Background: an optimization exercise with open tools, aiming at a short achievable clock period and few clock cycles. Do not read the settings as production practice.
Function was checked by simulation only, so behaviour that the tests miss may differ from the original.
No activity file was given, so power comes from the tool's default toggle rates.

## cpu
module cpu(
	input clk,
	input rst,
	output [11:0] imem_addr,
	input [15:0] imem_rdata,
	output [7:0] dmem_addr,
	output [15:0] dmem_wdata,
	output dmem_we,
	input [15:0] dmem_rdata
);
Settings: LEC_CHECK=0, ABC_CLOCK_PERIOD_IN_PS=200, CAP_MARGIN=30, CORE_MARGIN=2, CORE_UTILIZATION=30, SLEW_MARGIN=30, SYNTH_HIERARCHICAL=1; clock period 10.0 ns.
standard.sh (not shown) runs the stock make flow with config.mk's settings and CLKGATE_MAP_FILE= SYNTH_SCRIPT=/design/flow/synth_recipe.tcl, a recipe that flattens the netlist after the stock synthesis.
==> flow/flow/run.sh <==
#!/bin/bash
# Standard ORFS layout (standard synthesis), with timing repair aiming well
# below the 10 ns constraint, free resizing across cell footprints, port
# buffers of a normal drive strength, and no gate cloning (its clones were
# left with slow input nets after routing).
set -euo pipefail
bash standard.sh SETUP_SLACK_MARGIN=7.5 MATCH_CELL_FOOTPRINT=0 SKIP_GATE_CLONING=1 \
  'BUFFER_PORTS_ARGS=-buffer_cell sky130_fd_sc_hd__buf_4' finish > flow_make.log 2>&1
Testbench counts at the start, summed over its fixed seeds: cycles 41,644.
==> next run, changes <==
--- a/flow/design.v
+++ b/flow/design.v
@@ -358,70 +358,61 @@
 reg [7:0]  r_addr0, r_addr1;
 reg        r_wr0, r_ld0, r_st0, r_cmp0, r_and0, r_imm0;
 reg        r_wr1, r_ld1, r_st1, r_cmp1, r_and1, r_imm1;
 reg        r_jcc, r_pred;
 reg [4:0]  r_cond;
 reg [11:0] r_alt;
 reg [15:0] r_alt_oh;
 reg [15:0] eA0, eB0, eA1, eB1;
 reg [3:0]  e_d0, e_d1;
 reg        e_wr0, e_ld0, e_and0, e_wr1, e_ld1, e_and1;
-reg        e_cmp, e_cmp1;
+reg [15:0] cA, cB;
+reg        e_cmp;
 reg        st_we;
 reg [7:0]  daddr;
 reg [15:0] sdata;
 reg        zf, cf;
 reg [15:0] rf [0:15];
 wire [15:0] sum0, sum1;
 adder16 u_add0(.a(eA0), .b(eB0), .s(sum0));
 adder16 u_add1(.a(eA1), .b(eB1), .s(sum1));
 wire [15:0] e_res0 = e_ld0 ? dmem_rdata : (e_and0 ? (eA0 & eB0) : sum0);
 wire [15:0] e_res1 = e_ld1 ? dmem_rdata : (e_and1 ? (eA1 & eB1) : sum1);
-wire [15:0] e_oth0 = e_ld0 ? dmem_rdata : (eA0 & eB0);
-wire [15:0] e_oth1 = e_ld1 ? dmem_rdata : (eA1 & eB1);
-wire e_add0 = ~e_ld0 & ~e_and0;
-wire e_add1 = ~e_ld1 & ~e_and1;
-wire zf_e = e_cmp1 ? (eA1 == eB1) : (eA0 == eB0);
-wire cf_e = e_cmp1 ? less16(eA1, eB1) : less16(eA0, eB0);
+wire zf_e = (cA == cB);
+wire cf_e = less16(cA, cB);
 wire zf_x = e_cmp ? zf_e : zf;
 wire cf_x = e_cmp ? cf_e : cf;
 function [15:0] operand;
 	input [3:0] sel;
 	input wr0, wr1;
 	input [3:0] d0, d1;
-	input add0, add1;
-	input [15:0] sum0, sum1, oth0, oth1, regv;
-	reg f0, f1;
-	reg [15:0] early;
+	input [15:0] res0, res1, regv;
 	begin
-		f0 = wr0 & (d0 == sel);
-		f1 = wr1 & (d1 == sel);
-		early = f0 ? oth0 : (f1 ? oth1 : regv);
-		if (f0 & add0)
-			operand = sum0;
-		else if (~f0 & f1 & add1)
-			operand = sum1;
+		if (wr0 & (d0 == sel))
+			operand = res0;
+		else if (wr1 & (d1 == sel))
+			operand = res1;
 		else
-			operand = early;
+			operand = regv;
 	end
 endfunction
 function cond;
 	input [4:0] c;
 	input z, f;
 	cond = (c[0] & z) | (c[1] & ~z & ~f) | (c[2] & f) | (c[3] & (z | f)) | (c[4] & ~f);
 endfunction
-wire [15:0] opA0 = operand(r_asel0, e_wr0, e_wr1, e_d0, e_d1, e_add0, e_add1, sum0, sum1, e_oth0, e_oth1, rf[r_asel0]);
+wire [15:0] opA0 = operand(r_asel0, e_wr0, e_wr1, e_d0, e_d1, e_res0, e_res1, rf[r_asel0]);
 wire [15:0] opB0 = r_imm0 ? {{12{r_bsel0[3]}}, r_bsel0} :
-                   operand(r_bsel0, e_wr0, e_wr1, e_d0, e_d1, e_add0, e_add1, sum0, sum1, e_oth0, e_oth1, rf[r_bsel0]);
-wire [15:0] opA1 = operand(r_asel1, e_wr0, e_wr1, e_d0, e_d1, e_add0, e_add1, sum0, sum1, e_oth0, e_oth1, rf[r_asel1]);
+                   operand(r_bsel0, e_wr0, e_wr1, e_d0, e_d1, e_res0, e_res1, rf[r_bsel0]);
+wire [15:0] opA1 = operand(r_asel1, e_wr0, e_wr1, e_d0, e_d1, e_res0, e_res1, rf[r_asel1]);
 wire [15:0] opB1 = r_imm1 ? {{12{r_bsel1[3]}}, r_bsel1} :
-                   operand(r_bsel1, e_wr0, e_wr1, e_d0, e_d1, e_add0, e_add1, sum0, sum1, e_oth0, e_oth1, rf[r_bsel1]);
+                   operand(r_bsel1, e_wr0, e_wr1, e_d0, e_d1, e_res0, e_res1, rf[r_bsel1]);
 wire r_cmp = r_cmp0 | r_cmp1;
 wire mispred = r_jcc & (cond(r_cond, zf_x, cf_x) ^ r_pred);
 wire [4:0] cond0 = {op0 == 4'hC, op0 == 4'hB, op0 == 4'hA, op0 == 4'h9, op0 == 4'h8};
 wire jcc0 = |cond0;
 wire pred0 = i0[11] | cond0[3] | cond0[4];
 wire take0 = (op0 == 4'h7) | jcc0 & pred0;
 wire wr1 = ~op1[3] & ~op1[2] | (op1 == 4'h5);
 wire pair = hit0 & hit1 & (|(c_we & c_pb));
 wire kill = rst | mispred;
 wire take_now = take0 & ~mispred;
@@ -488,21 +479,24 @@
 	eB1 <= opB1;
 	e_d0 <= r_dsel0;
 	e_d1 <= r_dsel1;
 	e_wr0 <= ~rst & r_wr0;
 	e_wr1 <= ~rst & r_wr1;
 	e_ld0 <= r_ld0;
 	e_ld1 <= r_ld1;
 	e_and0 <= r_and0;
 	e_and1 <= r_and1;
 	e_cmp <= ~rst & r_cmp;
-	e_cmp1 <= r_cmp1;
+	if (r_cmp) begin
+		cA <= r_cmp1 ? opA1 : opA0;
+		cB <= r_cmp1 ? opB1 : opB0;
+	end
 	st_we <= ~rst & (r_st0 | r_st1);
 	daddr <= (r_ld1 & r_wr1 | r_st1) ? r_addr1 : r_addr0;
 	sdata <= r_st1 ? opA1 : opA0;
 	if (e_wr0)
 		rf[e_d0] <= e_res0;
 	if (e_wr1)
 		rf[e_d1] <= e_res1;
 	if (rst) begin
 		zf <= 1'b0;
 		cf <= 1'b0;
=> Hold slack hardly moves; worst setup slack loses 190 ps; clock skew falls by 25 ps; global-route usage rises by 1.5 points; routed wire length rises by roughly a tenth; synthesized cell count falls slightly; total power rises by a little under a tenth; sequential share of layout area falls by 0.50 points; via count rises by a few percent; count of clock-buffer cells in the layout falls by 13; core utilization rises by 1.5 points; sequential power rises by a few percent; fmax falls by a few percent.
Testbench counts after the change, summed over its fixed seeds: cycles 41,644.

* * *

Another version of the RTL of cpu (not shown whole).
Size in the first run: ~870 flip-flops, roughly 71 I/O pins, about 46000 um^2 of cells after synthesis.
export LEC_CHECK = 0
export ABC_CLOCK_PERIOD_IN_PS = 200
export CAP_MARGIN = 20
export CORE_MARGIN = 2
export CORE_UTILIZATION = 30
export SLEW_MARGIN = 20
create_clock -name core_clock -period 10.0 [get_ports {clk}]
==> flow/flow/run.sh <==
#!/bin/bash
# Standard ORFS layout (standard synthesis), with timing repair aiming well
# below the 10 ns constraint, free resizing across cell footprints, and
# port buffers of a normal drive strength.
set -euo pipefail
bash standard.sh SETUP_SLACK_MARGIN=7.5 MATCH_CELL_FOOTPRINT=0 \
  'BUFFER_PORTS_ARGS=-buffer_cell sky130_fd_sc_hd__buf_4' finish > flow_make.log 2>&1
Testbench counts at the start, summed over its fixed seeds: cycles 41,397.
==> next run, changes <==
--- a/flow/design.v
+++ b/flow/design.v
@@ -338,16 +338,14 @@
 wire [11:0] pc1 = inc12(pc);
 wire [11:0] pc2 = inc12(pc1);
 wire [11:0] tgt0 = add12(pc, i0[11:0]);
 reg [15:0] c_ins [0:15];
 reg [7:0]  c_tag [0:15];
 reg [15:0] c_v;
-wire [3:0] c_wi = pc[3:0] - 4'd1;
-wire [7:0] pc1_hi = (&pc[3:0]) ? pc[11:4] + 8'd1 : pc[11:4];
-wire [15:0] i1 = c_ins[pc[3:0]];
-wire hit1 = c_v[pc[3:0]] & (c_tag[pc[3:0]] == pc1_hi);
+wire [15:0] i1 = c_ins[pc1[3:0]];
+wire hit1 = c_v[pc1[3:0]] & (c_tag[pc1[3:0]] == pc1[11:4]);
 wire [3:0] op1 = i1[15:12];
 reg [3:0]  r_asel0, r_bsel0, r_dsel0, r_asel1, r_bsel1, r_dsel1;
 reg [7:0]  r_addr0, r_addr1;
 reg        r_wr0, r_ld0, r_st0, r_cmp0, r_and0, r_imm0;
 reg        r_wr1, r_ld1, r_st1, r_cmp1, r_and1, r_imm1;
 reg        r_jcc, r_pred;
@@ -426,15 +424,15 @@
 		pc <= pc2;
 	else
 		pc <= pc1;
 	if (rst)
 		c_v <= 16'h0000;
 	else
-		c_v[c_wi] <= 1'b1;
-	c_ins[c_wi] <= i0;
-	c_tag[c_wi] <= pc[11:4];
+		c_v[pc[3:0]] <= 1'b1;
+	c_ins[pc[3:0]] <= i0;
+	c_tag[pc[3:0]] <= pc[11:4];
 	r_jcc <= ~kill & jcc0;
 	r_pred <= pred0;
 	r_cond <= cond0;
 	r_alt <= pred0 ? pc1 : tgt0;
 	r_asel0 <= (op0 == 4'h6) ? i0[11:8] : i0[7:4];
 	r_bsel0 <= i0[3:0];
With this change the flow completed and failed the layout checks on max-capacitance violations, max-slew violations.
Wire length came out lower by 3.0%.
First-iteration DRC count is higher by 9.6%.
Total power is higher by 3.2%.
Non-clock buffer count fell by 95.
Final area falls by 1.9%.
Hold slack is better by 0.0031 ns.
Testbench counts after the change, summed over its fixed seeds: cycles 41,397.

afterwards: timing with drivers on the ports:
The flow's constraints put no driver on any port. The routed layouts listed below were extracted and timed again, unchanged, in two steps. Step 1 (the two cells are an assumption about what drives the block):
set clk [get_ports {clk}]
set_driving_cell -lib_cell sky130_fd_sc_hd__clkbuf_16 $clk
set_driving_cell -lib_cell sky130_fd_sc_hd__buf_2 [delete_from_list [all_inputs] $clk]
Step 2 moves the port delays by t, midway between the first and last clock arrival at a register: inputs arrive t later, outputs are due t later. That takes back most of the time a late clock gives input paths. Slacks: ideal / step 1 / step 2; pairs: ideal / step 1.
| run | shift t [ns] | setup WS [ns] | worst setup path after step 2 | worst slew at a driven data input, ns |
|---|---|---|---|---|
| the first run of note 1 | 0.798 | 6.677 / 6.621 / 5.865 | input to register | 0.16 |
| the second run of note 1 | 0.798 | 6.490 / 6.490 / 5.802 | input to register | 0.28 |
| the first run of note 2 | 0.786 | 6.362 / 6.359 / 5.630 | input to register | 0.28 |
| the second run of note 2 | 0.775 | 6.073 / 6.041 / 5.266 | input to register | 0.23 |
For the first run of note 1, which loses most, drivers alone change the setup slack by -0.056 ns; drivers and shift together by -0.812 ns.
